Background: an optimization exercise with open tools, aiming at small area. Do not read the settings as production practice. Only simulation tests tie the RTL to the original design; equivalence was not proved. The clock cells of runs 4 and 5 come from the design's own scripts or RTL, not from TritonCTS. The flow treats the clock pin as an ideal source. Dropping or thinning the clock tree relies on that and would not hold on a real chip. Power and IR drop assume default switching activity.

<file path="flow/flow/run.sh">
#!/bin/bash
# Layout flow: the standard ORFS flow (standard.sh) with these changes:
#  - synthesis keeps the character-mux module (lcd16x2_ctrl_nib) apart until
#    mapping and maps it with an ABC script that keeps its gate structure
#    (abc_nib.script); the rest is mapped with an area script (abc_ctl.script).
#    Otherwise it is the standard flow's synthesis script (own_synth.tcl), flattened and
#    renamed as synth_recipe.tcl does;
#  - the port buffers are the smallest buffer cell (buf_1);
#  - clock tree: CTS_ARGS below.
# The standard synthesis is also run (in orfs_std/) and its registers are
# compared with ours: same instance names and cell types, or the flow stops.
set -euo pipefail
W=$(pwd)
F=$W/flow
R=orfs/results/$FLOW_PLATFORM/lcd16x2_ctrl/base
echo 'export BUFFER_PORTS_ARGS = -buffer_cell sky130_fd_sc_hd__buf_1' >> config.mk
if [[ -f $F/cts_args.txt ]]; then echo "export CTS_ARGS = $(cat $F/cts_args.txt)" >> config.mk; fi

mk=$(grep '^make ' standard.sh)
own=$(echo "$mk" | sed -e "s#SYNTH_SCRIPT=[^ ]*#SYNTH_SCRIPT=$F/own_synth.tcl SYNTH_HIERARCHICAL=1#" -e 's#"${@:-finish}"#synth#')
std=$(echo "$mk" | sed -e "s#WORK_HOME=[^ ]*#WORK_HOME=$W/orfs_std#" -e 's#"${@:-finish}"#synth#')

# standard synthesis, for its register list
eval "$std" > std_synth.log 2>&1
# own synthesis, into the work folder the rest of the flow uses
export OWN_ABC_CTL=$F/abc_ctl.script OWN_ABC_NIB=$F/abc_nib.script
eval "$own" > own_synth.log 2>&1

regs() { grep -oE '^ *sky130_fd_sc_hd__(df|edf|sdf|dl)[a-z0-9_]+ +[^ ]+' "$1" | awk '{print $1, $2}' | sort; }
regs orfs_std/results/$FLOW_PLATFORM/lcd16x2_ctrl/base/1_2_yosys.v > regs_std.txt
regs $R/1_2_yosys.v > regs_own.txt
if ! cmp -s regs_std.txt regs_own.txt; then
  echo "register mismatch between standard and own synthesis" >&2
  diff regs_std.txt regs_own.txt >&2 || true
  exit 1
fi
echo "registers match: $(wc -l < regs_own.txt)"

bash standard.sh > standard.log 2>&1
</file>
<file path="flow/flow/abc_ctl.script">
strash
dch
map -a
</file>
<file path="flow/flow/abc_nib.script">
strash
&get -n
&st
&nf -R 1000
&put
</file>
<file path="flow/flow/cts_args.txt">
-sink_clustering_enable -repair_clock_nets -dont_use_dummy_load -buf_list {sky130_fd_sc_hd__clkbuf_4 sky130_fd_sc_hd__clkbuf_8} -root_buf sky130_fd_sc_hd__clkbuf_8
</file>
<file path="flow/flow/own_synth.tcl">
# synth_recipe.tcl, with the ABC mapping done per module: the character mux
# (lcd16x2_ctrl_nib) with OWN_ABC_NIB, the top module with OWN_ABC_CTL.
proc synth {args} { yosys synth -nofsm -noshare {*}$args }
proc abc {args} {
  set i [expr { [lsearch -exact $args -script] + 1 }]
  set nib $args
  lset nib $i $::env(OWN_ABC_NIB)
  set ctl $args
  lset ctl $i $::env(OWN_ABC_CTL)
  yosys abc {*}$nib lcd16x2_ctrl_nib
  yosys abc {*}$ctl lcd16x2_ctrl
}
source $::env(SCRIPTS_DIR)/synth.tcl
# left out here: clear keep_hierarchy, flatten, clean up, hide names made inside functions, write 1_2_yosys.v
</file>
<file path="flow/standard.sh">
#!/bin/bash
# synth_recipe.tcl (not shown) runs the flow's synth.tcl, then flattens the netlist and writes it again
# the make line also repeats each setting of config.mk as NAME=value (left out here)
make -C /OpenROAD-flow-scripts/flow DESIGN_CONFIG=/design/flow/config.mk WORK_HOME=/design/flow/orfs CLKGATE_MAP_FILE= SYNTH_SCRIPT=/design/flow/synth_recipe.tcl "${@:-finish}"
</file>
<file path="flow/config.mk">
export PLATFORM = sky130hd
export DESIGN_NAME = lcd16x2_ctrl
export DESIGN_NICKNAME = lcd16x2_ctrl
export VERILOG_FILES = /design/flow/design.v
export SDC_FILE = /design/flow/constraint.sdc
export NUM_CORES = 4
export LEC_CHECK = 0
export CAP_MARGIN = 20
export CORE_MARGIN = 2
export CORE_UTILIZATION = 40
export SLEW_MARGIN = 20
export BUFFER_PORTS_ARGS = -buffer_cell sky130_fd_sc_hd__buf_1
export CTS_ARGS = -sink_clustering_enable -repair_clock_nets -dont_use_dummy_load -buf_list {sky130_fd_sc_hd__clkbuf_4 sky130_fd_sc_hd__clkbuf_8} -root_buf sky130_fd_sc_hd__clkbuf_8
</file>
<file path="flow/constraint.sdc">
create_clock -name core_clock -period 20.0 [get_ports {clk}]
set_input_delay 4.0000 -clock core_clock [delete_from_list [all_inputs] [get_ports {clk}]]
set_output_delay 4.0000 -clock core_clock [all_outputs]
set_load 0.01 [all_outputs]
</file>
<file path="flow/design.v">
module lcd16x2_ctrl #(
    parameter integer CLK_PERIOD_NS = 20   
)(
    input  logic        clk,
    input  logic        rst,
    output logic        lcd_e,
    output logic        lcd_rs,
    output logic        lcd_rw,
    output logic [7:4]  lcd_db,
    input  logic [127:0] line1_buffer,   
    input  logic [127:0] line2_buffer
);
    localparam logic [17:0] INV = 18'h15555;
    logic [17:0] r;
    wire  [17:0] s = r ^ INV;
    logic        bus;    
    logic        lo;     
    logic        line, wr;
    logic [3:0]  ptr;
    wire is_pre  = ~wr & ~ptr[3] & ptr[2] & ptr[1];
    wire is_cfg5 = ~wr & ptr[2] & ~ptr[1] &  ptr[0];
    wire is_cfg4 = ~wr & ptr[2] & ~ptr[1] & ~ptr[0];
    wire is_cfg0 = ~wr & ~ptr[2] & ~ptr[1] & ~ptr[0];
    wire d_21      = (s[1] & s[17]);
    wire d_52      = (s[0] & s[7] & s[17]);
    wire d_2002    = (s[0] & s[1] & ~s[2] & s[3] & s[4] & s[5] & ~s[7] & s[10] & ~s[14]);
    wire d_205002  = (~s[0] & ~s[1] & ~s[2] & s[3] & s[4] & s[5] & s[6] & s[7] & s[8] & ~s[9] & s[10] & ~s[11] & ~s[12] & ~s[13] & s[14] & ~s[15] & s[16] & s[17]);
    wire d_2004    = (~s[0] & s[1] & s[2] & s[3] & ~s[4] & s[6] & ~s[10] & ~s[11] & ~s[16]);
    wire d_5004    = (~s[0] & ~s[3] & ~s[4] & s[6] & ~s[7] & s[8] & s[9] & s[11] & s[12] & s[14] & s[15] & s[17]);
    wire d_82004   = (~s[0] & s[1] & s[2] & ~s[3] & s[4] & s[5] & s[6] & ~s[7] & s[8] & ~s[11] & ~s[13] & ~s[14] & s[15] & s[16] & ~s[17]);
    wire d_2       = (s[0]);
    logic term;
    always_comb begin
        if (bus)            term = d_21;                   
        else if (!lo) begin                                
            if (is_cfg5)      term = d_205002;
            else if (is_cfg4) term = d_2002;
            else              term = d_52;
        end else begin                                     
            if (is_pre)       term = d_2;
            else if (is_cfg5) term = d_5004;
            else if (is_cfg0) term = d_82004;
            else              term = d_2004;
        end
    end
    wire ld  = rst | term;
    wire adv = term & ~bus & lo;           
    wire sel = ~wr & ptr[3];               
    always_ff @(posedge clk) begin
        r    <= (ld ? 18'd0 : {s[16:0], ~(s[17] ^ s[10])}) ^ INV;
        bus  <= ~rst & (bus ^ term);
        lo   <= rst | (lo ^ (term & ~bus));
        if (rst) begin
            line <= 1'b0;
            wr   <= 1'b0;
            ptr  <= 4'd6;
        end else if (adv) begin
            wr   <= sel | (wr & (ptr != 4'd0));
            if (!sel) ptr <= ptr - 4'd1;
            if (wr && ptr == 4'd0) line <= ~line;
        end
    end
    logic [3:0] cmd;
    assign cmd[3] = lo ? (ptr[0] & ~ptr[2])          : ptr[3];
    assign cmd[2] = lo ? ((ptr[0] ^ ptr[1]) & ~ptr[2]) : line;
    assign cmd[1] = ~ptr[3] & (ptr[2] | (ptr[1] & (lo ^ ptr[0])));
    assign cmd[0] = ~ptr[3] & (lo ? (ptr[2] & ptr[0]) | ~(ptr[2] | ptr[1] | ptr[0]) : ptr[2]);
    lcd16x2_ctrl_nib u_nib (
        .line1_buffer(line1_buffer), .line2_buffer(line2_buffer),
        .line(line), .ptr(ptr),
        .sel_lo_n(~(bus & wr & lo)), .sel_hi_n(~(bus & wr & ~lo)),
        .cmd_n({4{~(bus & ~wr)}} | ~cmd),
        .db(lcd_db)
    );
    assign lcd_rw = 1'b0;
    assign lcd_e  = bus & (s[3] | s[5]);
    assign lcd_rs = bus & wr;
endmodule
module lcd16x2_ctrl_nib (
    input  logic [127:0] line1_buffer,
    input  logic [127:0] line2_buffer,
    input  logic         line,
    input  logic [3:0]   ptr,
    input  logic         sel_lo_n,
    input  logic         sel_hi_n,
    input  logic [3:0]   cmd_n,
    output logic [3:0]   db
);
    logic [3:0]  pa;
    logic [7:0]  pb;
    logic [31:0] seln;
    logic [7:0]  nb;     
    always_comb for (int i = 0; i < 4; i++) pa[i] = ({line, ptr[3]} == i[1:0]);
    always_comb for (int i = 0; i < 8; i++) pb[i] = (ptr[2:0] == i[2:0]);
    always_comb for (int i = 0; i < 4; i++) for (int j = 0; j < 8; j++) seln[8*i+j] = ~(pa[i] & pb[j]);
    always_comb for (int b = 0; b < 8; b++) begin
        logic [15:0] p;
        logic [3:0]  q;
        for (int t = 0; t < 16; t++)
            p[t] = ~(((t < 8 ? line1_buffer[8*(2*t)+b]   : line2_buffer[8*(2*t-16)+b])   | seln[2*t]) &
                     ((t < 8 ? line1_buffer[8*(2*t+1)+b] : line2_buffer[8*(2*t+1-16)+b]) | seln[2*t+1]));
        for (int u = 0; u < 4; u++) q[u] = ~(p[4*u] | p[4*u+1] | p[4*u+2] | p[4*u+3]);
        nb[b] = ~(q[0] & q[1] & q[2] & q[3]);
    end
    always_comb for (int j = 0; j < 4; j++)
        db[j] = ~((nb[j] | sel_lo_n) & (nb[j+4] | sel_hi_n) & cmd_n[j]);
endmodule
</file>
==> results of run 1 <==
## worst max-delay path, stage by stage
cell                       delay [ns]
sky130_fd_sc_hd__buf_1           0.12
sky130_fd_sc_hd__o22ai_1         0.10
sky130_fd_sc_hd__nor4_1          0.84
sky130_fd_sc_hd__nand4_1         0.27
sky130_fd_sc_hd__o221ai_1        0.37
sky130_fd_sc_hd__buf_1           0.19
## area by class of cell
cell class                 count  area (um2)  area share
tap                           75        93.8      0.0268
clock buffer                   3        41.3      0.0118
inverter                      21        78.8      0.0225
sequential                    26         520       0.148
multi-input combinational    313        1780       0.509
timing repair buffer         263         987       0.282
## report_power, final
part | switching (mW) | internal (mW)
sequential | 0.0129 | 0.0580
clock | 0.0164 | 0.0135
combinational | 0.0813 | 0.0499
## modules after synthesis, one instance, submodules excluded
module / copies in the design / cell area (um2) / flip-flops and latches
lcd16x2_ctrl_nib: 1 / 1290 / 0
lcd16x2_ctrl: 1 / 1100 / 26
## stage by stage
stage	utilization	power [mW]	instance area, um2	worst slack (ns)
after floorplan	-	0.144	2390	11.29
after global placement	0.592	0.195	3460	10.22
after detailed placement	0.592	0.198	3460	10.25
after CTS	0.599	0.226	3510	10.25
after global routing	0.599	0.244	3510	10.07
final	0.599	0.232	3510	10.10
## cell usage in the layout (no fill, tap or decap), types with 2 or more instances in the layout
cell type and n:
sky130_fd_sc_hd__nor2b_1 2, sky130_fd_sc_hd__dfxtp_1 26, sky130_fd_sc_hd__o21ai_0 6, sky130_fd_sc_hd__nand3_1 4, sky130_fd_sc_hd__a21oi_1 8, sky130_fd_sc_hd__nand4_1 13
sky130_fd_sc_hd__o211ai_1 3, sky130_fd_sc_hd__clkinv_1 21, sky130_fd_sc_hd__nor2_1 26, sky130_fd_sc_hd__o221ai_1 4, sky130_fd_sc_hd__ha_1 3, sky130_fd_sc_hd__clkbuf_8 3
sky130_fd_sc_hd__nor3b_1 3, sky130_fd_sc_hd__o22ai_1 128, sky130_fd_sc_hd__buf_1 263, sky130_fd_sc_hd__nand2_1 52, sky130_fd_sc_hd__and3b_1 2, sky130_fd_sc_hd__nor3_1 9
sky130_fd_sc_hd__nor4_1 35, sky130_fd_sc_hd__a31oi_1 3
## state kept, by name, indices dropped and copies added (netlist names)
name,flops
lo,1
r,18
ptr,4
wr,1
line,1
bus,1
## routing by layer
metal / up-vias / GRT usage / share of wire
met1: 2082 / 0.557 / 0.38
met5: - / 0 / 0
met3: 88 / 0.119 / 0.13
met4: 0 / 0.336 / 0.076
li1: 2041 / - / -
met2: 392 / 0.634 / 0.42
## cell families after synthesis
logic type,after synthesis,synth area share
compound gates,159,0.420
other cells,1,0.00157
buf+inv,22,0.0361
simple gates,149,0.305
fa+ha+maj,3,0.0157
xor+xnor,1,0.00366
flops,26,0.218
## worst max-delay path by stage
stage / start / end / slack, ns / depth (start not counted)
after floorplan: line1_buffer[60] / lcd_db[4] / 11.29 / 4
after global placement: line1_buffer[124] / lcd_db[4] / 10.22 / 6
after detailed placement: line1_buffer[124] / lcd_db[4] / 10.25 / 6
after CTS: line1_buffer[124] / lcd_db[4] / 10.25 / 6
after global routing: line1_buffer[124] / lcd_db[4] / 10.07 / 6
final: line1_buffer[124] / lcd_db[4] / 10.10 / 6
==> reports/metrics.sh, run 1 <==
DP.CELLS=698
MAX-CAP-VIOLATIONS=0
SYNTH_SEQUENTIAL_AREA_RATIO=0.218
CRITICAL_PATH_REQUIRED_NS=16.00
FLOORPLAN.DIE_AREA_UM2=6610
DESIGN.FINAL.NETS=889
TNS_NS=0
TOTAL_NUMBER_OF_VIAS=4603
CTS-HOLD-FIX-BUFFERS=0
CHIPWIDTH_UM=81.3
SYN_NETS=622
DRT_WL_TOTAL_MM=15.4
POSTSYNTHREGISTERBITS=26
ANTENNA_VIOLATING_NETS_POST_ROUTE=0
CTS.REPAIR.RESIZED=0
RSZ0062_AT_GRT='false'
GLOBAL_ROUTE_WIRE_LENGTH_BEFORE_REPAIR_MM=21.3
CRITICALPATHCATEGORY='input port to output pin'
CRIT_PATH_MAX_FANOUT=1
TIMING_MAX_TRANSITION_VIOLATIONS_FINAL=0
SYNTHTOPCELLSBYCOUNT='sky130_fd_sc_hd__o22ai_1, sky130_fd_sc_hd__nand2_1, sky130_fd_sc_hd__nor4_1'
CTS_TREE='done'
CORE-AREA_UM2=5850
LEAKAGE_nW=1.03
MEAN_SYN_CELL_AREA_UM2=6.62
NUMBER_OF_CELLS_PRODUCED_BY_SYNTHESIS=361
FINAL_STANDARD_CELL_COUNT_WITH_TAPS_INCLUDED_AND_FILLERS_EXCLUDED=701
PIN_COUNT_OF_THE_BIGGEST_NET_ENTERING_GLOBAL_ROUTING=15
MIN_PATH_TYPE='register to register'
RELSLEWSLACK=0.361
TIMING.FINAL.CRIT_PERIOD_NS=9.90
REMAINING_GLOBAL_ROUTE_OVERFLOW=0
DRIVE_GT1_FRAC=0.00639
ROUTABILITYCONGESTION=1.13
ROUTEDWLPERCELL_UM=22.0
CLK_LATENCY_NS=0.27
CTSHTREEMAXLEVEL=1
CTS.ROOT.BUFFER_CELL='sky130_fd_sc_hd__clkbuf_8'
FINAL_SETUP_VIOLATING_ENDPOINTS=0
SYN_AREA_UM2=2390
SYNTH-ASYNC-RESET-RATIO=0
CRITPATHLAUNCHTYPE='input port'
SYNTH_MOST_COMMON_CELL='sky130_fd_sc_hd__o22ai_1'
POST-CTS-SETUP-BUFFER-COUNT=0
DRT_DRC_VIOLATIONS_LEFT=0
BOUNDARYPINS=265
GRT_PASS1_VIAS=4106
ROUTE.DETAILED.VIAS_PER_INST=6.57
P_PER_AREA_nW_PER_UM2=66.2
MAX_RAIL_DROP_VDD_mV=0.0615
WORST_R2R_START='ptr[2]'
WORST_HOLD_PATH.ENDPOINT='r[14]'
SYNTH_FLOP_CELL='sky130_fd_sc_hd__dfxtp_1'
MIN_PERIOD_OVER_PERIOD=0.495
DETAILED_PLACEMENT_HPWL_MM=12.8
REG2REG_SETUP_SLACK_NS=16.84
REG2REG_DEPTH=10
WORST_HOLD_PATH_CELLS=1
ANTENNA_CELLS=0
CAPTURING_POINT_OF_THE_WORST_REG2REG_PATH='r[13]'
HOLD_SLACK_NS=0.408
SORT_OF_ELEMENT_AT_THE_END_OF_THE_CRITICAL_PATH='output pin'
YOSYS.AREA.TOP_TYPE_SHARE=0.335
MAX_CLOCK_FREQ_GHz=0.101
TIMING.CLOCK.SKEW_NS=0.00617
HOLDCRITSTARTPOINT='r[13]'
TIGHTESTPINTRANSITION_NS=0.950
HOLD_VIOLATIONS=0
MAXIMUM_CLOCK_INSERTION_BUFFER_COUNT=2
YS_WARNINGS=8
STATUS='no timing/DRC/antenna violations'
CLOCK-SINKS=26
STD_CELL_ROWS=28
SYNTHTOLAYOUTAREAGROWTH_PCT=46.6
INITIAL_ANTENNA_VIOLATION_COUNT=0
PORTBUFFERS=263
FINAL.FILL_COUNT=604
DIE_H_UM=81.3
CTS_MADE_BUFFERS=3
YOSYSTOPAREACELL='sky130_fd_sc_hd__o22ai_1'
DETAIL_ROUTE.ITER0.VIOLATIONS=430
DRT_FIRST_PASS_ITERS=7
SYNTH_ENABLE_FLOP_CELLS=0
CLK_PIN_SLEW_WORST_PATHS_NS=0.09
WORSTPATHARRIVAL_NS=5.90
NETLIST-CELL-TYPE-COUNT=31
GRT.TOTAL_USAGE=0.442
SYNTH_AREA_LEADERS='sky130_fd_sc_hd__o22ai_1, sky130_fd_sc_hd__dfxtp_1, sky130_fd_sc_hd__nor4_1'
INITIAL_CORE_UTIL=0.409
==> run 2, diff against run 1 <==
==> flow/flow/cts_args.txt (replaced) <==
-sink_clustering_enable -repair_clock_nets -dont_use_dummy_load
--- a/flow/config.mk
+++ b/flow/config.mk
@@ -12,2 +12,2 @@
 export BUFFER_PORTS_ARGS = -buffer_cell sky130_fd_sc_hd__buf_1
-export CTS_ARGS = -sink_clustering_enable -repair_clock_nets -dont_use_dummy_load -buf_list {sky130_fd_sc_hd__clkbuf_4 sky130_fd_sc_hd__clkbuf_8} -root_buf sky130_fd_sc_hd__clkbuf_8
+export CTS_ARGS = -sink_clustering_enable -repair_clock_nets -dont_use_dummy_load
==> run 2 against run 1 <==
Net effect: still clean; global-route usage is the same; core utilization is the same; critical path depth is the same; die area is the same; wire length is the same; synthesized cell count is the same; first-iteration DRC count is the same; sequential share of layout area is the same.
==> reports/metrics.sh, run 2 <==
DP.CELLS=698  # unchanged
STD_CELL_ROWS=28  # unchanged
POWER_FRAC_CLOCK=0.129  # about the same
HOLDCRITSTARTPOINT='r[13]'
TIMING.CLOCK.SKEW_NS=0.00617  # unchanged
POST-CTS-SETUP-BUFFER-COUNT=0  # unchanged
CRITPATHLAUNCHTYPE='input port'
RELSLEWSLACK=0.361  # unchanged
FLOORPLAN.DIE_AREA_UM2=6610  # unchanged
CLOCK-SINKS=26  # unchanged
FINAL.FILL_COUNT=604  # unchanged
FINAL_STANDARD_CELL_COUNT_WITH_TAPS_INCLUDED_AND_FILLERS_EXCLUDED=701  # unchanged
CRITPATHMOSTFREQUENTCELL='sky130_fd_sc_hd__buf_1'
SYNTH_MOST_COMMON_CELL='sky130_fd_sc_hd__o22ai_1'
DIE_H_UM=81.3  # unchanged
DRT_WL_TOTAL_MM=15.4  # unchanged
BOUNDARYPINS=265  # unchanged
SYNTHTOPCELLSBYCOUNT='sky130_fd_sc_hd__o22ai_1, sky130_fd_sc_hd__nand2_1, sky130_fd_sc_hd__nor4_1'
DRT_DRC_VIOLATIONS_LEFT=0  # unchanged
SWITCHINGPOWER_mW=0.111  # unchanged
MIN_PATH_TYPE='register to register'
CRIT_BUF_INV=2  # unchanged
CTSHTREEMAXLEVEL=1  # unchanged
CRIT_PATH_MAX_FANOUT=1  # unchanged
CRITICAL_PATH_REQUIRED_NS=16.00  # about the same
MAX-CAP-VIOLATIONS=0  # unchanged
WORSTPATHARRIVAL_NS=5.90  # about the same
CLK_LATENCY_NS=0.27  # about the same
HOLD_VIOLATIONS=0  # unchanged
STATUS='no timing/DRC/antenna violations'
GRT_PASS1_VIAS=4106  # unchanged
GLOBAL_ROUTE_WIRE_LENGTH_BEFORE_REPAIR_MM=21.3  # unchanged
PORTBUFFERS=263  # unchanged
REG2REG_SETUP_SLACK_NS=16.84  # about the same
CRITICALPATHCATEGORY='input port to output pin'
TOTAL_NUMBER_OF_VIAS=4603  # unchanged
CELL_INTERNAL_PWR_mW=0.121  # unchanged
TOP_REGISTER='r'
P_PER_AREA_nW_PER_UM2=66.2  # unchanged
SWITCHING_SHARE=0.477  # unchanged
FLIP_FLOP_COUNT_OF_THE_LARGEST_REGISTER_ALL_COPIES_AND_WORDS_ADDED=18  # unchanged
GRT.TOTAL_USAGE=0.442  # unchanged
CTS-HOLD-FIX-BUFFERS=0  # unchanged
P_TOTAL_mW=0.232  # unchanged
CHIPWIDTH_UM=81.3  # unchanged
DRT_FIRST_PASS_ITERS=7  # unchanged
SHARE_SEQ_OF_TOTAL_POWER=0.306  # about the same
SYN_AREA_UM2=2390  # unchanged
WORST_HOLD_PATH.ENDPOINT='r[14]'
CTS.ROOT.BUFFER_CELL='sky130_fd_sc_hd__clkbuf_8'
ROUTEDWLPERCELL_UM=22.0  # unchanged
CTS_MADE_BUFFERS=3  # unchanged
BIGGESTREGSBYFLOPS='r (18), ptr (4)'
INITIAL_ANTENNA_VIOLATION_COUNT=0  # unchanged
MAX_RAIL_DROP_VDD_mV=0.0615  # unchanged
WORSTPATHCELLLIST='buf_1 > o22ai_1 > nor4_1 > nand4_1 > o221ai_1 > buf_1'
DETAIL_ROUTE.ITER0.VIOLATIONS=430  # unchanged
PIN_COUNT_OF_THE_BIGGEST_NET_ENTERING_GLOBAL_ROUTING=15  # unchanged
CORE-AREA_UM2=5850  # unchanged
SYNTH_SEQUENTIAL_AREA_RATIO=0.218  # unchanged
SYNTHTOLAYOUTAREAGROWTH_PCT=46.6  # unchanged
HOLD_SLACK_NS=0.408  # unchanged
YS_WARNINGS=8  # unchanged
REG2REG_DEPTH=10  # unchanged
CAPTURING_POINT_OF_THE_WORST_REG2REG_PATH='r[13]'
ROUTE.DETAILED.VIAS_PER_INST=6.57  # unchanged
SYNTH-ASYNC-RESET-RATIO=0  # unchanged
WORST_HOLD_PATH_CELLS=1  # unchanged
MAX_CLOCK_FREQ_GHz=0.101  # unchanged
WORST_R2R_START='ptr[2]'
DRIVE_GT1_FRAC=0.00639  # unchanged
YOSYS.AREA.TOP_TYPE_SHARE=0.335  # unchanged
CTS.REPAIR.RESIZED=0  # unchanged
NETLIST-CELL-TYPE-COUNT=31  # unchanged
SYN_NETS=622  # unchanged
DETAILED_PLACEMENT_HPWL_MM=12.8  # unchanged
CRITICAL_PATH.MAX_STAGE_DELAY_NS=0.84  # about the same
CTS_TREE='done'
LAYOUT.CELLS.MOST_COMMON_LIST='sky130_fd_sc_hd__buf_1, sky130_fd_sc_hd__o22ai_1, sky130_fd_sc_hd__nand2_1'
SYNTH_FLOP_CELL='sky130_fd_sc_hd__dfxtp_1'
ANTENNA_CELLS=0  # unchanged
REMAINING_GLOBAL_ROUTE_OVERFLOW=0  # unchanged
ROUTABILITYCONGESTION=1.13  # unchanged
YOSYSTOPAREACELL='sky130_fd_sc_hd__o22ai_1'
SYNTH_AREA_LEADERS='sky130_fd_sc_hd__o22ai_1, sky130_fd_sc_hd__dfxtp_1, sky130_fd_sc_hd__nor4_1'
COMB_POWER_SHARE=0.565  # about the same
TIGHTESTPINTRANSITION_NS=0.950  # unchanged
TNS_NS=0  # unchanged
LEAKAGE_nW=1.03  # unchanged
DESIGN.FINAL.NETS=889  # unchanged
CRIT_FAMILY='simple AND/OR/NAND/NOR gates'
MIN_PERIOD_OVER_PERIOD=0.495  # unchanged
CLK_PIN_SLEW_WORST_PATHS_NS=0.09  # about the same
FINAL_SETUP_VIOLATING_ENDPOINTS=0  # unchanged
CRIT_SLOWEST_CELL='sky130_fd_sc_hd__nor4_1'
FINAL_CORE_UTIL=0.599  # unchanged
TIMING_MAX_TRANSITION_VIOLATIONS_FINAL=0  # unchanged
INITIAL_CORE_UTIL=0.409  # unchanged
POSTSYNTHREGISTERBITS=26  # unchanged
TIMING.FINAL.CRIT_PERIOD_NS=9.90  # unchanged
ANTENNA_VIOLATING_NETS_POST_ROUTE=0  # unchanged
SYNTH_ENABLE_FLOP_CELLS=0  # unchanged
MAXIMUM_CLOCK_INSERTION_BUFFER_COUNT=2  # unchanged
MOSTFREQUENTLAYOUTCELL='sky130_fd_sc_hd__buf_1'
SORT_OF_ELEMENT_AT_THE_END_OF_THE_CRITICAL_PATH='output pin'
MEAN_SYN_CELL_AREA_UM2=6.62  # unchanged
NUMBER_OF_CELLS_PRODUCED_BY_SYNTHESIS=361  # unchanged
RSZ0062_AT_GRT='false'
==> run 2: cell counts in the layout (fill, tap and decap cells not counted) <==
Identical to the previous run, type by type.
==> run 2: worst max path at each step <==
stage | start | endpoint | cells after the start
6_report | line1_buffer[124] | lcd_db[4] | 6
5_1_grt | line1_buffer[124] | lcd_db[4] | 6
4_1_cts | line1_buffer[124] | lcd_db[4] | 6
3_5_place_dp | line1_buffer[124] | lcd_db[4] | 6
3_3_place_gp | line1_buffer[124] | lcd_db[4] | 6
2_1_floorplan | line1_buffer[60] | lcd_db[4] | 4
==> run 2: cell type report <==
type / count / area, um2 / share of cell area
well taps: 75 / 93.8 / 0.0268
flip-flops and latches: 26 / 520 / 0.148
multi-input cells: 313 / 1780 / 0.509
clock buffers: 3 / 41.3 / 0.0118
repair buffers: 263 / 987 / 0.282
inverters: 21 / 78.8 / 0.0225
==> run 2: routing by layer <==
metal	global-route usage	vias up	wire length, um
met2	0.634	392	6460
met5	0	-	0
met4	0.336	0	1160
li1	-	2041	-
met1	0.557	2082	5790
met3	0.119	88	1970
==> run 2: logic make-up (layout without fill, tap and decap cells) <==
family,count (synthesis),in the layout,share of synthesized area
DFF,26,26,0.218
xor gates and xnor gates,1,1,0.00366
adders and majority gates,3,3,0.0157
AOI/OAI and AO/OA,159,159,0.420
and+or+nand+nor,149,149,0.305
other,1,1,0.00157
buffers and inverters,22,287,0.0361
==> run 2: stage by stage <==
| stage | setup slack [ns] | area, um2 |
|---|---|---|
| after global routing | 10.07 | 3510 |
| final | 10.10 | 3510 |
| after global placement | 10.22 | 3460 |
| after floorplan | 11.29 | 2390 |
| after CTS | 10.25 | 3510 |
| after detailed placement | 10.25 | 3460 |
==> run 2: power by group through the flow <==
stage	Combinational, mW	Sequential (mW)	Clock, mW
CTS	0.127	0.0702	0.0294
global placement	0.124	0.0708	0
floorplan	0.0760	0.0677	0
finish	0.131	0.0709	0.0299
detailed placement	0.126	0.0714	0
global route	0.140	0.0722	0.0320
==> run 2: per-module statistics from Yosys, one instance, submodules excluded <==
| module | times used | cells |
|---|---|---|
| lcd16x2_ctrl_nib | 1 | 217 |
| lcd16x2_ctrl | 1 | 144 |
==> run 3, diff against run 2 <==
--- a/flow/design.v
+++ b/flow/design.v
@@ -15,6 +15,7 @@
     wire  [17:0] s = r ^ INV;
-    logic        bus;    
-    logic        lo;     
-    logic        line, wr;
+    localparam logic [7:0] QINV = 8'h02;
+    logic [7:0]  q;
+    logic        bus, lo, line, wr;
     logic [3:0]  ptr;
+    assign {bus, lo, line, wr, ptr} = q ^ QINV;
     wire is_pre  = ~wr & ~ptr[3] & ptr[2] & ptr[1];
@@ -23,9 +24,9 @@
     wire is_cfg0 = ~wr & ~ptr[2] & ~ptr[1] & ~ptr[0];
-    wire d_21      = (s[1] & s[17]);
-    wire d_52      = (s[0] & s[7] & s[17]);
-    wire d_2002    = (s[0] & s[1] & ~s[2] & s[3] & s[4] & s[5] & ~s[7] & s[10] & ~s[14]);
-    wire d_205002  = (~s[0] & ~s[1] & ~s[2] & s[3] & s[4] & s[5] & s[6] & s[7] & s[8] & ~s[9] & s[10] & ~s[11] & ~s[12] & ~s[13] & s[14] & ~s[15] & s[16] & s[17]);
-    wire d_2004    = (~s[0] & s[1] & s[2] & s[3] & ~s[4] & s[6] & ~s[10] & ~s[11] & ~s[16]);
-    wire d_5004    = (~s[0] & ~s[3] & ~s[4] & s[6] & ~s[7] & s[8] & s[9] & s[11] & s[12] & s[14] & s[15] & s[17]);
-    wire d_82004   = (~s[0] & s[1] & s[2] & ~s[3] & s[4] & s[5] & s[6] & ~s[7] & s[8] & ~s[11] & ~s[13] & ~s[14] & s[15] & s[16] & ~s[17]);
+    wire d_21      = (s[1] & s[14]);
+    wire d_52      = (s[10] & ~s[14] & s[15]);
+    wire d_2002    = (s[0] & ~s[2] & s[3] & s[4] & s[5] & s[10] & ~s[14] & ~s[15]);
+    wire d_205002  = (~s[1] & ~s[2] & s[3] & s[4] & s[5] & s[6] & s[7] & s[8] & ~s[9] & s[10] & ~s[11] & ~s[12] & ~s[13] & s[14] & ~s[15] & s[16] & s[17]);
+    wire d_2004    = (~s[0] & s[1] & s[7] & ~s[11] & s[12] & s[14] & ~s[16] & ~s[17]);
+    wire d_5004    = (~s[0] & s[1] & s[2] & ~s[3] & ~s[5] & s[8] & s[12] & s[13] & s[14]);
+    wire d_82004   = (~s[0] & s[1] & ~s[3] & s[4] & s[5] & s[6] & ~s[7] & s[8] & s[10] & s[12] & ~s[13] & ~s[14] & s[15] & ~s[17]);
     wire d_2       = (s[0]);
@@ -50,12 +51,20 @@
         r    <= (ld ? 18'd0 : {s[16:0], ~(s[17] ^ s[10])}) ^ INV;
-        bus  <= ~rst & (bus ^ term);
-        lo   <= rst | (lo ^ (term & ~bus));
+        q    <= {bus_n, lo_n, line_n, wr_n, ptr_n} ^ QINV;
+    end
+    logic       bus_n, lo_n, line_n, wr_n;
+    logic [3:0] ptr_n;
+    always_comb begin
+        bus_n  = ~rst & (bus ^ term);
+        lo_n   = rst | (lo ^ (term & ~bus));
+        line_n = line;
+        wr_n   = wr;
+        ptr_n  = ptr;
         if (rst) begin
-            line <= 1'b0;
-            wr   <= 1'b0;
-            ptr  <= 4'd6;
+            line_n = 1'b0;
+            wr_n   = 1'b0;
+            ptr_n  = 4'd6;
         end else if (adv) begin
-            wr   <= sel | (wr & (ptr != 4'd0));
-            if (!sel) ptr <= ptr - 4'd1;
-            if (wr && ptr == 4'd0) line <= ~line;
+            wr_n = sel | (wr & (ptr != 4'd0));
+            if (!sel) ptr_n = ptr - 4'd1;
+            if (wr && ptr == 4'd0) line_n = ~line;
         end
--- a/flow/flow/run.sh
+++ b/flow/flow/run.sh
@@ -7,2 +7,3 @@
 #    renamed as synth_recipe.tcl does;
+#    Yosys's adder mapping (ADDER_MAP_FILE) is off, so ABC maps the counters too;
 #  - the port buffers are the smallest buffer cell (buf_1);
@@ -19,3 +20,3 @@
 mk=$(grep '^make ' standard.sh)
-own=$(echo "$mk" | sed -e "s#SYNTH_SCRIPT=[^ ]*#SYNTH_SCRIPT=$F/own_synth.tcl SYNTH_HIERARCHICAL=1#" -e 's#"${@:-finish}"#synth#')
+own=$(echo "$mk" | sed -e "s#SYNTH_SCRIPT=[^ ]*#SYNTH_SCRIPT=$F/own_synth.tcl SYNTH_HIERARCHICAL=1 ADDER_MAP_FILE=#" -e 's#"${@:-finish}"#synth#')
 std=$(echo "$mk" | sed -e "s#WORK_HOME=[^ ]*#WORK_HOME=$W/orfs_std#" -e 's#"${@:-finish}"#synth#')
==> flow/flow/abc_ctl.script (replaced) <==
strash
balance
rewrite -l
refactor -l
balance
rewrite -l
rewrite -z -l
balance
refactor -z -l
rewrite -z -l
balance
dch
map -a
==> run 3 against run 2 <==
Net effect: still clean on timing, DRC and antenna; final area decreased by 1.3%; via count decreased by 1.7%; non-clock buffer count is 1 higher; sequential share of layout area increased by 0.20 points; flip-flop and latch count did not move; clock power barely moved; synthesized cell count is 0.83% lower; die area decreased by 2.3%; final cell count shrank 0.29%; first-iteration DRC count is 33% higher; power decreased by 7.2%; global-route usage decreased by 0.73 points; largest cell class unchanged; largest power group unchanged.
==> reports/metrics.sh, run 3 <==
YOSYS.AREA.TOP_TYPE_SHARE=0.346  # +0.0109
COMBINATIONAL_FAMILY_WITH_THE_MOST_AREA_AFTER_SYNTHESIS='compound AO/OA/AOI/OAI gates'
TOTAL_NUMBER_OF_VIAS=4524  # -1.7%
SYNTH-ASYNC-RESET-RATIO=0  # unchanged
TIGHTESTPINTRANSITION_NS=0.734  # -0.216 ns
CTS.REPAIR.RESIZED=0  # unchanged
TNS_NS=0  # unchanged
HOLD_VIOLATIONS=0  # unchanged
SYN_AREA_UM2=2330  # -2.4%
MAX-CAP-VIOLATIONS=0  # unchanged
WORST_HOLD_PATH.ENDPOINT='r[10]'
DRT_DRC_VIOLATIONS_LEFT=0  # unchanged
SORT_OF_ELEMENT_AT_THE_END_OF_THE_CRITICAL_PATH='output pin'
CTS_TREE='done'
P_PER_AREA_nW_PER_UM2=62.2  # -6.0%
ROUTE.DETAILED.VIAS_PER_INST=6.47  # -1.4%
DRT_WL_TOTAL_MM=15.0  # -2.5%
YS_WARNINGS=8  # unchanged
DESIGN.FINAL.NETS=884  # -0.56%
PIN_COUNT_OF_THE_BIGGEST_NET_ENTERING_GLOBAL_ROUTING=18  # +3
HOLDCRITSTARTPOINT='r[9]'
CRITPATHLAUNCHTYPE='input port'
SYNTH_FLOP_CELL='sky130_fd_sc_hd__dfxtp_1'
SYN_NETS=616  # -0.96%
TIMING.CLOCK.SKEW_NS=0.00230  # -0.00387 ns
INITIAL_CORE_UTIL=0.419  # +0.00995
SYNTH_SEQUENTIAL_AREA_RATIO=0.223  # +0.00537
SYNTH_FA_HA_AREA_FRAC=0  # -0.0157
CTS-HOLD-FIX-BUFFERS=0  # unchanged
MEAN_SYN_CELL_AREA_UM2=6.52  # -1.6%
LEAKAGE_nW=1.01  # -2.2%
P_TOTAL_mW=0.215  # -7.2%
CTS_MADE_BUFFERS=3  # unchanged
SYNTH_MOST_COMMON_CELL='sky130_fd_sc_hd__o22ai_1'
CRIT_SLOWEST_CELL='sky130_fd_sc_hd__nor4_1'
SYNTHSIMPLEGATEAREAFRAC=0.327  # +0.0220
MOSTFREQUENTLAYOUTCELL='sky130_fd_sc_hd__buf_1'
GLOBAL_ROUTE_WIRE_LENGTH_BEFORE_REPAIR_MM=20.8  # -2.1%
CRITICAL_PATH_REQUIRED_NS=16.00  # about the same
CAPTURING_POINT_OF_THE_WORST_REG2REG_PATH='q[4]'
CTS.ROOT.BUFFER_CELL='sky130_fd_sc_hd__clkbuf_8'
SYNTHTOPCELLSBYCOUNT='sky130_fd_sc_hd__o22ai_1, sky130_fd_sc_hd__nand2_1, sky130_fd_sc_hd__nor4_1'
CRIT_PATH_MAX_FANOUT=1  # unchanged
RELSLEWSLACK=0.506  # +0.145
BOUNDARYPINS=265  # unchanged
YOSYS.AREA_SHARE.XOR_XNOR=0.00375  # +0.0000903
MIN_PERIOD_OVER_PERIOD=0.474  # -0.0204
TOP_REGISTER='r'
LAYOUT.CELLS.MOST_COMMON_LIST='sky130_fd_sc_hd__buf_1, sky130_fd_sc_hd__o22ai_1, sky130_fd_sc_hd__nand2_1'
POSTSYNTHREGISTERBITS=26  # unchanged
NETLIST-CELL-TYPE-COUNT=26  # -16%
POST-CTS-SETUP-BUFFER-COUNT=0  # unchanged
MAXIMUM_CLOCK_INSERTION_BUFFER_COUNT=2  # unchanged
CORE-AREA_UM2=5570  # -4.7%
DIE_H_UM=80.4  # -1.1%
DR_WL_MET2_MM=6.53  # +1.1%
NUMBER_OF_CELLS_PRODUCED_BY_SYNTHESIS=358  # -0.83%
MIN_PATH_TYPE='register to register'
DETAIL_ROUTE.ITER0.VIOLATIONS=574  # +33%
DRT_FIRST_PASS_ITERS=7  # unchanged
WORST_HOLD_PATH_CELLS=1  # unchanged
CHIPWIDTH_UM=80.4  # -1.1%
ROUTEDWLPERCELL_UM=21.5  # -2.2%
STATUS='no timing/DRC/antenna violations'
MAX_CLOCK_FREQ_GHz=0.105  # +4.3%
GRT.TOTAL_USAGE=0.434  # -0.00734
PORTBUFFERS=263  # unchanged
STD_CELL_ROWS=27  # -3.6%
WORSTPATHARRIVAL_NS=5.49  # -0.41 ns
CRITICALPATHCATEGORY='input port to output pin'
TOP_SIGNAL_LAYER_USED='met4'
CRITICAL_PATH.MAX_STAGE_DELAY_NS=0.54  # -0.30 ns
FLOORPLAN.DIE_AREA_UM2=6460  # -2.3%
RSZ0062_AT_GRT='false'
CLK_PIN_SLEW_WORST_PATHS_NS=0.09  # about the same
SYNTH_AREA_LEADERS='sky130_fd_sc_hd__o22ai_1, sky130_fd_sc_hd__dfxtp_1, sky130_fd_sc_hd__nor4_1'
FINAL.FILL_COUNT=600  # -0.66%
FINAL_SETUP_VIOLATING_ENDPOINTS=0  # unchanged
TIMING.FINAL.CRIT_PERIOD_NS=9.49  # -0.407 ns
MET3_WIRELENGTH_MM=2.55  # +29%
ROUTABILITYCONGESTION=1.06  # -6.1%
YOSYS-MUX-AREA-FRACTION=0  # unchanged
SYNTHTOLAYOUTAREAGROWTH_PCT=48.3
AREA_TAKEN_BY_MULTI_INPUT_LOGIC_GATES_UM2=1740  # -2.4%
FLIP_FLOP_COUNT_OF_THE_LARGEST_REGISTER_ALL_COPIES_AND_WORDS_ADDED=18  # unchanged
YOSYSTOPAREACELL='sky130_fd_sc_hd__o22ai_1'
REMAINING_GLOBAL_ROUTE_OVERFLOW=0  # unchanged
AREA.SEQUENTIAL_UM2=520  # unchanged
CLOCK-SINKS=26  # unchanged
WIRELENGTH_MET1_MM=5.42  # -6.4%
TIMING_MAX_TRANSITION_VIOLATIONS_FINAL=0  # unchanged
INITIAL_ANTENNA_VIOLATION_COUNT=3  # +3
DRIVE_GT1_FRAC=0.00641  # +0.0000205
ANTENNA_VIOLATING_NETS_POST_ROUTE=0  # unchanged
HOLD_SLACK_NS=0.408  # -0.000304 ns
WORSTPATHCELLLIST='buf_1 > o22ai_1 > nor4_1 > nand4_1 > o221ai_1 > buf_1'
CRITPATHMOSTFREQUENTCELL='sky130_fd_sc_hd__buf_1'
SYNTH_ENABLE_FLOP_CELLS=0  # unchanged
GRT_PASS1_VIAS=3958  # -3.6%
REG2REG_SETUP_SLACK_NS=16.82  # -0.02 ns
MAX_RAIL_DROP_VDD_mV=0.0479  # -22%
BIGGESTREGSBYFLOPS='r (18), q (8)'
SYNTH-COMPOUND-AREA-SHARE=0.414  # -0.00626
WORST_R2R_START='q[1]'
CLK_LATENCY_NS=0.27  # about the same
CTSHTREEMAXLEVEL=1  # unchanged
DETAILED_PLACEMENT_HPWL_MM=12.6  # -1.5%
REG2REG_DEPTH=17  # +7
run 3: changes by cell type in the layout (fill, tap and decap cells not counted), moves of 3 or more:
| cell | delta |
|---|---|
| sky130_fd_sc_hd__nor2_1 | +7 |
| sky130_fd_sc_hd__ha_1 | -3 |
| sky130_fd_sc_hd__clkinv_1 | -4 |
| sky130_fd_sc_hd__nor4_1 | +3 |
| sky130_fd_sc_hd__diode_2 | +3 |
| sky130_fd_sc_hd__o21ai_0 | +4 |
run 3: metrics by stage:
stage | std cells | utilization | cell area, um2 | worst slack (ns)
after global routing | 696 | 0.619 | 3450 | 10.55
after global placement | 693 | 0.612 | 3410 | 10.59
after floorplan | 358 | - | 2330 | 11.29
after CTS | 696 | 0.619 | 3450 | 10.60
final | 699 | 0.621 | 3460 | 10.51
after detailed placement | 693 | 0.612 | 3410 | 10.61
run 3: routing by layer:
metal,up-vias,GRT usage
met1,1990,0.571
met4,0,0.141
li1,2035,-
met3,58,0.167
met5,-,0
met2,441,0.649
run 3: logic make-up (layout without fill, tap and decap cells):
family,count (synthesis),in the layout
simple gates,157,157
compound gates,155,155
flops,26,26
buf+inv,18,284
other cells,1,4
xor+xnor,1,1
run 3: per-module statistics from Yosys (local to each module, per instance):
module	area (um2)	cells inside	copies in the design
lcd16x2_ctrl	1050	141	1
lcd16x2_ctrl_nib	1290	217	1
run 3: power by group:
| group | switching (mW) | leakage, nW | total (mW) | internal [mW] |
|---|---|---|---|---|
| registers | 0.0118 | 0.211 | 0.0695 | 0.0577 |
| clock network | 0.0163 | 0.0216 | 0.0298 | 0.0135 |
| logic | 0.0713 | 0.779 | 0.116 | 0.0446 |
| total | 0.0994 | 1.01 | 0.215 | 0.116 |
run 3: cell type report:
| type | instances | share of cell area |
|---|---|---|
| Antenna cell | 3 | 0.00217 |
| Clock buffer | 3 | 0.0119 |
| Inverter | 17 | 0.0184 |
| Multi-Input combinational cell | 314 | 0.503 |
| Sequential cell | 26 | 0.150 |
| Tap cell | 72 | 0.0260 |
| Timing Repair Buffer | 264 | 0.288 |
run 3: worst max-delay path: cells and delay by family:
| kind | cells | cell delay, ns |
|---|---|---|
| simple gates | 2 | 0.77 |
| buf+inv | 2 | 0.33 |
| compound gates | 2 | 0.39 |
run 3: worst max path at each step:
stage / startpoint / end / slack, ns / cells past startpoint
floorplan: line1_buffer[60] / lcd_db[4] / 11.29 / 4
CTS: line1_buffer[125] / lcd_db[5] / 10.60 / 6
global placement: line2_buffer[45] / lcd_db[5] / 10.59 / 6
detailed placement: line1_buffer[125] / lcd_db[5] / 10.61 / 6
global route: line1_buffer[125] / lcd_db[5] / 10.55 / 6
finish: line2_buffer[45] / lcd_db[5] / 10.51 / 6
==> run 4, diff against run 3 <==
--- a/flow/flow/run.sh
+++ b/flow/flow/run.sh
@@ -6,6 +6,8 @@
 #    Otherwise it is the standard flow's synthesis script (own_synth.tcl), flattened and
-#    renamed as synth_recipe.tcl does;
+#    renamed as synth_recipe.tcl does.
 #    Yosys's adder mapping (ADDER_MAP_FILE) is off, so ABC maps the counters too;
 #  - the port buffers are the smallest buffer cell (buf_1);
-#  - clock tree: CTS_ARGS below.
+#  - clock tree: CTS with the arguments in cts_args.txt, then replaced by one
+#    clkbuf_16 that drives every register (single_clkbuf.tcl, the POST_CTS_TCL
+#    hook).
 # The standard synthesis is also run (in orfs_std/) and its registers are
@@ -18,2 +20,3 @@
 if [[ -f $F/cts_args.txt ]]; then echo "export CTS_ARGS = $(cat $F/cts_args.txt)" >> config.mk; fi
+if [[ -f $F/single_clkbuf.tcl ]]; then echo "export POST_CTS_TCL = $F/single_clkbuf.tcl" >> config.mk; fi
 
==> flow/flow/single_clkbuf.tcl (new file) <==
# POST_CTS_TCL hook: replace the clock tree that CTS built with a single clock
# buffer (clkbuf_16) that drives every register's clock pin directly, placed
# at the registers' centre; then legalise the placement again.
set block [ord::get_db_block]
set sinks {}
set old_bufs {}
foreach inst [$block getInsts] {
  set m [[$inst getMaster] getName]
  if { [string match "sky130_fd_sc_hd__clkbuf_*" $m] } { lappend old_bufs $inst }
  if { [string match "sky130_fd_sc_hd__df*" $m] } { lappend sinks [$inst findITerm CLK] }
}
puts "single_clkbuf: [llength $sinks] clock pins; replacing [llength $old_bufs] clock buffers"
set net [odb::dbNet_create $block clkroot_net]
$net setSigType CLOCK
foreach it $sinks { $it disconnect; $it connect $net }
foreach inst $old_bufs {
  set onet [[$inst findITerm X] getNet]
  odb::dbInst_destroy $inst
  if { $onet ne "NULL" && [llength [$onet getITerms]] == 0 } { odb::dbNet_destroy $onet }
}
set bi [odb::dbInst_create $block [[ord::get_db] findMaster sky130_fd_sc_hd__clkbuf_16] clkroot_buf]
[$bi findITerm A] connect [$block findNet clk]
[$bi findITerm X] connect $net
set sx 0; set sy 0
foreach it $sinks {
  set loc [[$it getInst] getLocation]
  set sx [expr { $sx + [lindex $loc 0] }]; set sy [expr { $sy + [lindex $loc 1] }]
}
$bi setLocation [expr { $sx / [llength $sinks] }] [expr { $sy / [llength $sinks] }]
$bi setPlacementStatus PLACED
detailed_placement
check_placement -verbose
estimate_parasitics -placement
--- a/flow/config.mk
+++ b/flow/config.mk
@@ -13 +13,2 @@
 export CTS_ARGS = -sink_clustering_enable -repair_clock_nets -dont_use_dummy_load
+export POST_CTS_TCL = /design/flow/flow/single_clkbuf.tcl
==> run 4 against run 3 <==
Net effect: worst setup slack lost 0.025 ns; via count grew 0.77%; largest power group unchanged; critical path depth is the same; sequential power is essentially flat; critical endpoint unchanged; maximum frequency shrank 0.26%.
==> reports/metrics.sh, run 4 <==
MIN_PATH_TYPE='register to register'
TOP_REGISTER='r'
PORTBUFFERS=263  # unchanged
DP.CELLS=693  # unchanged
CELL_INTERNAL_PWR_mW=0.112  # -3.7%
REMAINING_GLOBAL_ROUTE_OVERFLOW=0  # unchanged
TIMING.FINAL.CRIT_PERIOD_NS=9.51  # +0.0251 ns
TOTAL_NUMBER_OF_VIAS=4559  # +0.77%
COMB_POWER_SHARE=0.555  # +0.016
CHIPWIDTH_UM=80.4  # unchanged
DETAILED_PLACEMENT_HPWL_MM=12.6  # unchanged
P_PER_AREA_nW_PER_UM2=60.1  # -3.3%
DRT_WL_TOTAL_MM=15.0  # -0.32%
WORSTPATHARRIVAL_NS=5.51  # +0.02 ns
SWITCHING_SHARE=0.461  # -0.00116
CLK_LATENCY_NS=0.16  # -0.11 ns
RSZ0062_AT_GRT='false'
REG2REG_DEPTH=17  # unchanged
ROUTEDWLPERCELL_UM=21.5  # +0.25%
GLOBAL_ROUTE_WIRE_LENGTH_BEFORE_REPAIR_MM=20.7  # -0.40%
STD_CELL_ROWS=27  # unchanged
ROUTE.DETAILED.VIAS_PER_INST=6.56  # +1.4%
SYNTH_SEQUENTIAL_AREA_RATIO=0.223  # unchanged
BIGGESTREGSBYFLOPS='r (18), q (8)'
SYN_NETS=616  # unchanged
FLOORPLAN.DIE_AREA_UM2=6460  # unchanged
SYN_AREA_UM2=2330  # unchanged
FINAL_CORE_UTIL=0.617  # -0.00382
SYNTH_FLOP_CELL='sky130_fd_sc_hd__dfxtp_1'
DRIVE_GT1_FRAC=0.00322  # -0.00319
CRIT_PATH_MAX_FANOUT=1  # unchanged
POWER_FRAC_CLOCK=0.109  # -0.029
DRT_DRC_VIOLATIONS_LEFT=0  # unchanged
SYNTH-ASYNC-RESET-RATIO=0  # unchanged
SHARE_SEQ_OF_TOTAL_POWER=0.335  # +0.012
SWITCHINGPOWER_mW=0.0952  # -4.1%
CORE-AREA_UM2=5570  # unchanged
MAX-CAP-VIOLATIONS=0  # unchanged
SYNTH_ENABLE_FLOP_CELLS=0  # unchanged
HOLD_SLACK_NS=0.419  # +0.0114 ns
CRITPATHLAUNCHTYPE='input port'
TNS_NS=0  # unchanged
POSTSYNTHREGISTERBITS=26  # unchanged
SYNTH_AREA_LEADERS='sky130_fd_sc_hd__o22ai_1, sky130_fd_sc_hd__dfxtp_1, sky130_fd_sc_hd__nor4_1'
HOLD_VIOLATIONS=0  # unchanged
SYNTHTOPCELLSBYCOUNT='sky130_fd_sc_hd__o22ai_1, sky130_fd_sc_hd__nand2_1, sky130_fd_sc_hd__nor4_1'
STATUS='no timing/DRC/antenna violations'
FLIP_FLOP_COUNT_OF_THE_LARGEST_REGISTER_ALL_COPIES_AND_WORDS_ADDED=18  # unchanged
ANTENNA_VIOLATING_NETS_POST_ROUTE=0  # unchanged
TIGHTESTPINTRANSITION_NS=0.737  # +0.00272 ns
DRT_FIRST_PASS_ITERS=6  # -1
WORST_HOLD_PATH_CELLS=1  # unchanged
INITIAL_ANTENNA_VIOLATION_COUNT=3  # unchanged
MOSTFREQUENTLAYOUTCELL='sky130_fd_sc_hd__buf_1'
NUMBER_OF_CELLS_PRODUCED_BY_SYNTHESIS=358  # unchanged
CLK_PIN_SLEW_WORST_PATHS_NS=0.10  # about the same
GRT_PASS1_VIAS=3940  # -0.45%
CRITICALPATHCATEGORY='input port to output pin'
MAX_RAIL_DROP_VDD_mV=0.0689  # +44%
BOUNDARYPINS=265  # unchanged
CRITICAL_PATH_REQUIRED_NS=16.00  # about the same
GRT.TOTAL_USAGE=0.430  # -0.00460
TIMING.CLOCK.SKEW_NS=0.00512  # +0.00282 ns
YOSYS.AREA.TOP_TYPE_SHARE=0.346  # unchanged
MIN_PERIOD_OVER_PERIOD=0.476  # +0.00126
LAYOUT.CELLS.MOST_COMMON_LIST='sky130_fd_sc_hd__buf_1, sky130_fd_sc_hd__o22ai_1, sky130_fd_sc_hd__nand2_1'
DESIGN.FINAL.NETS=883  # -0.11%
MAX_CLOCK_FREQ_GHz=0.105  # -0.26%
ROUTABILITYCONGESTION=1.06  # unchanged
SYNTHTOLAYOUTAREAGROWTH_PCT=47.3
PIN_COUNT_OF_THE_BIGGEST_NET_ENTERING_GLOBAL_ROUTING=27  # +9
MEAN_SYN_CELL_AREA_UM2=6.52  # unchanged
CLOCK-SINKS=26  # unchanged
SORT_OF_ELEMENT_AT_THE_END_OF_THE_CRITICAL_PATH='output pin'
DIE_H_UM=80.4  # unchanged
SYNTH_MOST_COMMON_CELL='sky130_fd_sc_hd__o22ai_1'
YOSYSTOPAREACELL='sky130_fd_sc_hd__o22ai_1'
TIMING_MAX_TRANSITION_VIOLATIONS_FINAL=0  # unchanged
INITIAL_CORE_UTIL=0.419  # unchanged
FINAL_STANDARD_CELL_COUNT_WITH_TAPS_INCLUDED_AND_FILLERS_EXCLUDED=695  # -0.57%
RELSLEWSLACK=0.504  # -0.00183
YS_WARNINGS=8  # unchanged
FINAL_SETUP_VIOLATING_ENDPOINTS=0  # unchanged
LEAKAGE_nW=1.00  # -0.92%
DETAIL_ROUTE.ITER0.VIOLATIONS=736  # +28%
NETLIST-CELL-TYPE-COUNT=26  # unchanged
==> run 4: worst paths after layout <==
path	start	to	slack [ns]
max	line1_buffer[125]	lcd_db[5]	10.49
min reg2reg	r[9]	r[10]	0.42
max reg2reg	q[1]	q[2]	16.79
min	r[9]	r[10]	0.42
==> run 4: logic make-up (layout without fill, tap and decap cells) <==
kind of cell              count (synthesis)  in the layout  synth area share
and+or+nand+nor                         157            157             0.327
AOI/OAI and AO/OA                       155            155             0.414
DFF                                      26             26             0.223
buffers and inverters                    18            282            0.0306
other                                     1              2           0.00161
xor gates and xnor gates                  1              1           0.00375
==> run 4: worst max-delay path: stages <==
cell                       delay [ns]
sky130_fd_sc_hd__buf_1           0.07
sky130_fd_sc_hd__o22ai_1         0.08
sky130_fd_sc_hd__nor4_1          0.65
sky130_fd_sc_hd__nand4_1         0.23
sky130_fd_sc_hd__o221ai_1        0.30
sky130_fd_sc_hd__buf_1           0.19
==> run 4: final cells by class <==
class                           count  area [um2]
Sequential cell                    26         520
Fill cell                         602        2140
Buffer                              1        25.0
Inverter                           17        63.8
Tap cell                           72        90.1
Timing Repair Buffer              264         995
Antenna cell                        1        2.50
Multi-Input combinational cell    314        1740
==> run 4: per-module statistics from Yosys, one instance, submodules excluded <==
module,flip-flops and latches,area [um2],copies in the design
lcd16x2_ctrl,26,1050,1
lcd16x2_ctrl_nib,0,1290,1
==> run 4: per-stage QoR <==
step | worst slack, ns | area (um2) | power (mW)
after floorplan | 11.29 | 2330 | 0.133
after global placement | 10.59 | 3410 | 0.178
after detailed placement | 10.61 | 3410 | 0.181
after global routing | 10.55 | 3440 | 0.219
final | 10.49 | 3440 | 0.207
==> run 4: routing by layer <==
layer	wire (um)	GRT usage
met1	5410	0.571
met2	6510	0.646
met3	2480	0.160
met4	542	0.125
met5	13	0
==> run 4: power groups by stage <==
stage	Sequential, mW	Clock (mW)	Combinational (mW)
2_1_floorplan	0.0665	0	0.0668
3_5_place_dp	0.0697	0	0.111
5_1_grt	0.0702	0.0250	0.123
6_report	0.0694	0.0226	0.115
3_3_place_gp	0.0692	0	0.109
==> run 5, diff against run 4 <==
--- a/flow/flow/run.sh
+++ b/flow/flow/run.sh
@@ -2,8 +2,9 @@
 # Layout flow: the standard ORFS flow (standard.sh) with these changes:
-#  - synthesis keeps the character-mux module (lcd16x2_ctrl_nib) apart until
-#    mapping and maps it with an ABC script that keeps its gate structure
-#    (abc_nib.script); the rest is mapped with an area script (abc_ctl.script).
-#    Otherwise it is the standard flow's synthesis script (own_synth.tcl), flattened and
-#    renamed as synth_recipe.tcl does.
-#    Yosys's adder mapping (ADDER_MAP_FILE) is off, so ABC maps the counters too;
+#  - synthesis (own_synth.tcl) is the standard flow's synthesis script with the character
+#    mux module (lcd16x2_ctrl_nib) kept apart until mapping. ABC maps that
+#    module with abc_nib.script, which keeps its gate structure, and the top
+#    module with each abc_ctl*.script in turn, keeping the smallest result.
+#    The design is then flattened and renamed as synth_recipe.tcl does.
+#    Yosys's adder mapping (ADDER_MAP_FILE) is off, so ABC maps the counters
+#    too, and the buffer on the constant output lcd_rw is a buf_1;
 #  - the port buffers are the smallest buffer cell (buf_1);
@@ -14,2 +15,4 @@
 # compared with ours: same instance names and cell types, or the flow stops.
+# Each tool's output goes to its own log here: std_synth.log, own_synth.log,
+# standard.log (and ORFS's per-step logs under orfs/logs/).
 set -euo pipefail
@@ -23,3 +26,3 @@
 mk=$(grep '^make ' standard.sh)
-own=$(echo "$mk" | sed -e "s#SYNTH_SCRIPT=[^ ]*#SYNTH_SCRIPT=$F/own_synth.tcl SYNTH_HIERARCHICAL=1 ADDER_MAP_FILE=#" -e 's#"${@:-finish}"#synth#')
+own=$(echo "$mk" | sed -e "s#SYNTH_SCRIPT=[^ ]*#SYNTH_SCRIPT=$F/own_synth.tcl SYNTH_HIERARCHICAL=1 ADDER_MAP_FILE= MIN_BUF_CELL_AND_PORTS='sky130_fd_sc_hd__buf_1 A X'#" -e 's#"${@:-finish}"#synth#')
 std=$(echo "$mk" | sed -e "s#WORK_HOME=[^ ]*#WORK_HOME=$W/orfs_std#" -e 's#"${@:-finish}"#synth#')
@@ -29,3 +32,3 @@
 # own synthesis, into the work folder the rest of the flow uses
-export OWN_ABC_CTL=$F/abc_ctl.script OWN_ABC_NIB=$F/abc_nib.script
+export OWN_ABC_DIR=$F
 eval "$own" > own_synth.log 2>&1
==> flow/flow/abc_ctl1.script (new file) <==
strash
dch
map -a
==> flow/flow/abc_ctl2.script (new file) <==
strash
balance
rewrite -l
refactor -l
balance
rewrite -l
rewrite -z -l
balance
refactor -z -l
rewrite -z -l
balance
dch
map -a
==> flow/flow/abc_ctl3.script (new file) <==
strash
dch -f
map -a
==> flow/flow/abc_ctl4.script (new file) <==
&get -n
&st
&dch
&nf -R 1000
&put
==> flow/flow/abc_ctl5.script (new file) <==
strash
dch
map -a
strash
dch
map -a
==> flow/flow/abc_ctl6.script (new file) <==
strash
dch
amap
==> flow/flow/abc_ctl7.script (new file) <==
strash
dc2
dch
map -a
==> flow/flow/abc_ctl8.script (new file) <==
strash
balance
rewrite -l
refactor -l
balance
rewrite -l
rewrite -z -l
balance
refactor -z -l
rewrite -z -l
balance
&get -n
&st
&dch
&nf -R 1000
&put
==> flow/flow/abc_ctl9.script (new file) <==
strash
dc2
balance
rewrite -l
dch
map -a
strash
dch
map -a
==> flow/flow/abc_ctla.script (new file) <==
strash
ifraig
dc2
dch -f
map -a
==> flow/flow/abc_ctlb.script (new file) <==
strash
balance
rewrite -l
refactor -l
balance
rewrite -l
rewrite -z -l
balance
refactor -z -l
rewrite -z -l
balance
dch -f
map -a
strash
balance
rewrite -l
refactor -l
balance
rewrite -z -l
dch
map -a
==> flow/flow/own_synth.tcl (replaced) <==
# synth_recipe.tcl, with the ABC mapping done per module: the character mux
# (lcd16x2_ctrl_nib) with abc_nib.script; the top module with each of
# abc_ctl*.script in turn, keeping the mapping of smallest area.
proc synth {args} { yosys synth -nofsm -noshare {*}$args }
proc module_area { mod } {
  set s [tee -q -s result.string stat {*}$::lib_args $mod]
  if { [regexp {Chip area for module[^:]*:\s*([0-9.]+)} $s -> a] } { return $a }
  error "no area for $mod"
}
proc abc {args} {
  set dir $::env(OWN_ABC_DIR)
  set i [expr { [lsearch -exact $args -script] + 1 }]
  set a $args
  lset a $i $dir/abc_nib.script
  yosys abc {*}$a lcd16x2_ctrl_nib
  yosys design -save before_ctl_abc
  set best ""
  set best_area 0
  foreach sc [lsort [glob $dir/abc_ctl*.script]] {
    yosys design -load before_ctl_abc
    lset a $i $sc
    yosys abc {*}$a lcd16x2_ctrl
    set area [module_area lcd16x2_ctrl]
    puts "own_synth: [file tail $sc] gives $area"
    if { $best eq "" || $area < $best_area } { set best $sc; set best_area $area }
  }
  puts "own_synth: using [file tail $best] ($best_area)"
  yosys design -load before_ctl_abc
  lset a $i $best
  yosys abc {*}$a lcd16x2_ctrl
}
source $::env(SCRIPTS_DIR)/synth.tcl
# left out here: clear keep_hierarchy, flatten, clean up, hide names made inside functions, write 1_2_yosys.v
removed: flow/flow/abc_ctl.script
==> run 5 against run 4 <==
Net effect: clock skew decreased by 0.0021 ns; highest routed layer unchanged; critical path type unchanged; maximum frequency increased by 1.7%; clock power about the same; worst setup slack better by 0.16 ns; global-route usage is 0.42 points higher.
==> reports/metrics.sh, run 5 <==
STATUS='no timing/DRC/antenna violations'
GRT_PASS1_VIAS=3983  # +1.1%
MEAN_SYN_CELL_AREA_UM2=6.51  # -0.16%
CRITICAL_PATH_REQUIRED_NS=16.00  # about the same
MIN_PERIOD_OVER_PERIOD=0.468  # -0.00789
P_TOTAL_mW=0.207  # -0.10%
DRIVE_GT1_FRAC=0.00161  # -0.00161
CRIT_FAMILY='simple AND/OR/NAND/NOR gates'
DRT_DRC_VIOLATIONS_LEFT=0  # unchanged
TIMING.CLOCK.SKEW_NS=0.00300  # -0.00212 ns
SYN_NETS=616  # unchanged
INITIAL_ANTENNA_VIOLATION_COUNT=3  # unchanged
PORTBUFFERS=263  # unchanged
BOUNDARYPINS=265  # unchanged
P_PER_AREA_nW_PER_UM2=60.2  # +0.12%
STD_CELL_ROWS=27  # unchanged
MAX_CLOCK_FREQ_GHz=0.107  # +1.7%
TIMING.FINAL.CRIT_PERIOD_NS=9.36  # -0.158 ns
MOSTFREQUENTLAYOUTCELL='sky130_fd_sc_hd__buf_1'
SYNTH_MOST_COMMON_CELL='sky130_fd_sc_hd__o22ai_1'
CRITICALPATHCATEGORY='input port to output pin'
YOSYSTOPAREACELL='sky130_fd_sc_hd__o22ai_1'
CRITPATHMOSTFREQUENTCELL='sky130_fd_sc_hd__buf_1'
DIE_H_UM=80.3  # about the same
CRIT_BUF_INV=2  # unchanged
CRITICAL_PATH.MAX_STAGE_DELAY_NS=0.52  # -0.13 ns
ANTENNA_VIOLATING_NETS_POST_ROUTE=0  # unchanged
ROUTE.DETAILED.VIAS_PER_INST=6.59  # +0.41%
CRIT_SLOWEST_CELL='sky130_fd_sc_hd__nor4_1'
PIN_COUNT_OF_THE_BIGGEST_NET_ENTERING_GLOBAL_ROUTING=27  # unchanged
RELSLEWSLACK=0.563  # +0.0589
POSTSYNTHREGISTERBITS=26  # unchanged
INITIAL_CORE_UTIL=0.418  # -0.000673
DRT_WL_TOTAL_MM=15.2  # +1.3%
CRIT_PATH_MAX_FANOUT=1  # unchanged
NETLIST-CELL-TYPE-COUNT=26  # unchanged
SORT_OF_ELEMENT_AT_THE_END_OF_THE_CRITICAL_PATH='output pin'
FINAL_DESIGN_AREA_NO_FILL_UM2=3430  # -0.22%
MIN_PATH_TYPE='register to register'
FLIP_FLOP_COUNT_OF_THE_LARGEST_REGISTER_ALL_COPIES_AND_WORDS_ADDED=18  # unchanged
FINAL.FILL_COUNT=553  # -8.1%
SYNTH_AREA_LEADERS='sky130_fd_sc_hd__o22ai_1, sky130_fd_sc_hd__dfxtp_1, sky130_fd_sc_hd__nor4_1'
SHARE_SEQ_OF_TOTAL_POWER=0.331  # -0.004
CORE-AREA_UM2=5570  # unchanged
SYNTHTOPCELLSBYCOUNT='sky130_fd_sc_hd__o22ai_1, sky130_fd_sc_hd__nand2_1, sky130_fd_sc_hd__nor4_1'
CLK_LATENCY_NS=0.16  # about the same
SYNTHTOLAYOUTAREAGROWTH_PCT=47.3  # about the same
ROUTABILITYCONGESTION=1.11  # +4.9%
GRT.TOTAL_USAGE=0.434  # +0.00416
run 5: changes by cell type after synthesis:
cell / delta
sky130_fd_sc_hd__buf_1: +1
sky130_fd_sc_hd__buf_4: -1
run 5: power by group through the flow:
stage	combinational [mW]	clock (mW)	sequential [mW]
finish	0.115	0.0227	0.0684
floorplan	0.0668	0	0.0665
global placement	0.107	0	0.0690
detailed placement	0.110	0	0.0690
global route	0.124	0.0245	0.0698
run 5: layout make-up:
class                           count  area [um2]  share of cell area
Sequential cell                    26         520               0.152
Tap cell                           72        90.1              0.0263
Timing Repair Buffer              263         987               0.288
Multi-Input combinational cell    314        1740               0.508
Inverter                           17        63.8              0.0186
Buffer                              1        25.0             0.00729
Antenna cell                        1        2.50            0.000729
run 5: per-layer routing:
metal | up-vias | global-route usage | share of wire
met5 | - | 0 | 0.0016
met4 | 4 | 0.147 | 0.045
met3 | 74 | 0.136 | 0.15
met2 | 446 | 0.655 | 0.42
met1 | 2028 | 0.581 | 0.39
li1 | 2019 | - | -
run 5: kinds of logic after synthesis:
logic type             Yosys count  share of synthesized area
buffers and inverters           18                     0.0290
flip-flops                      26                      0.223
other                            1                    0.00161
AO/OA/AOI/OAI                  155                      0.415
AND/OR/NAND/NOR                157                      0.328
XOR/XNOR                         1                    0.00376
run 5: Yosys stat by module (local to each module, per instance):
module	cell area, um2	cells inside	flip-flops and latches	copies in the design
lcd16x2_ctrl_nib	1290	217	0	1
lcd16x2_ctrl	1040	141	26	1
run 5: worst paths after layout:
check,from,endpoint,cells past startpoint
min reg2reg,r[9],r[10],1
min,r[9],r[10],1
max,line2_buffer[124],lcd_db[4],6
max reg2reg,q[1],q[4],17
run 5: through the flow:
step                      worst slack [ns]  hold slack, ns
after global routing                 10.67           0.425
after detailed placement             10.75           0.384
final                                10.64           0.408
after global placement               10.74           0.385
after floorplan                      11.29           0.366
run 5: worst reg2reg max path, cell delays in order, from the launching register on:
cell,delay [ns]
sky130_fd_sc_hd__dfxtp_1,0.42
sky130_fd_sc_hd__clkinv_1,0.25
sky130_fd_sc_hd__nor2_1,0.21
sky130_fd_sc_hd__clkinv_1,0.10
sky130_fd_sc_hd__nor2_1,0.15
sky130_fd_sc_hd__clkinv_1,0.15
sky130_fd_sc_hd__nor2_1,0.13
sky130_fd_sc_hd__nand4_1,0.10
sky130_fd_sc_hd__nand2_1,0.08
sky130_fd_sc_hd__a31oi_1,0.07
sky130_fd_sc_hd__o21ai_0,0.13
sky130_fd_sc_hd__o21ai_0,0.16
sky130_fd_sc_hd__nor3_1,0.47
sky130_fd_sc_hd__nand2_1,0.18
sky130_fd_sc_hd__nor3_1,0.29
sky130_fd_sc_hd__nor2_1,0.07
sky130_fd_sc_hd__a21oi_1,0.12
sky130_fd_sc_hd__nor2_1,0.07

-- static timing again, ports no longer ideal --
The results above use ideal ports. As a check the final layouts listed here were re-extracted and re-timed, cells and wires unchanged. Step 1 sets driving cells, clkbuf_16 on the clock port and buf_2 on the other inputs (assumed; they add their load-dependent delay and slew). Step 2 also shifts input and output timing later by t, the mid clock arrival at the registers, as if the neighbouring blocks saw the same clock. a / b / c = no drivers / after step 1 / after step 2; a / b = the first two.
| run | t (ns) | setup WS [ns] |
|---|---|---|
| run 1 | 0.294 | 10.104 / 10.075 / 10.075 |
| run 2 | 0.294 | 10.104 / 10.075 / 10.075 |
| run 3 | 0.294 | 10.511 / 10.485 / 10.485 |
| run 4 | 0.186 | 10.486 / 10.460 / 10.460 |
| run 5 | 0.190 | 10.644 / 10.620 / 10.620 |
After both steps every run listed still meets setup and hold.
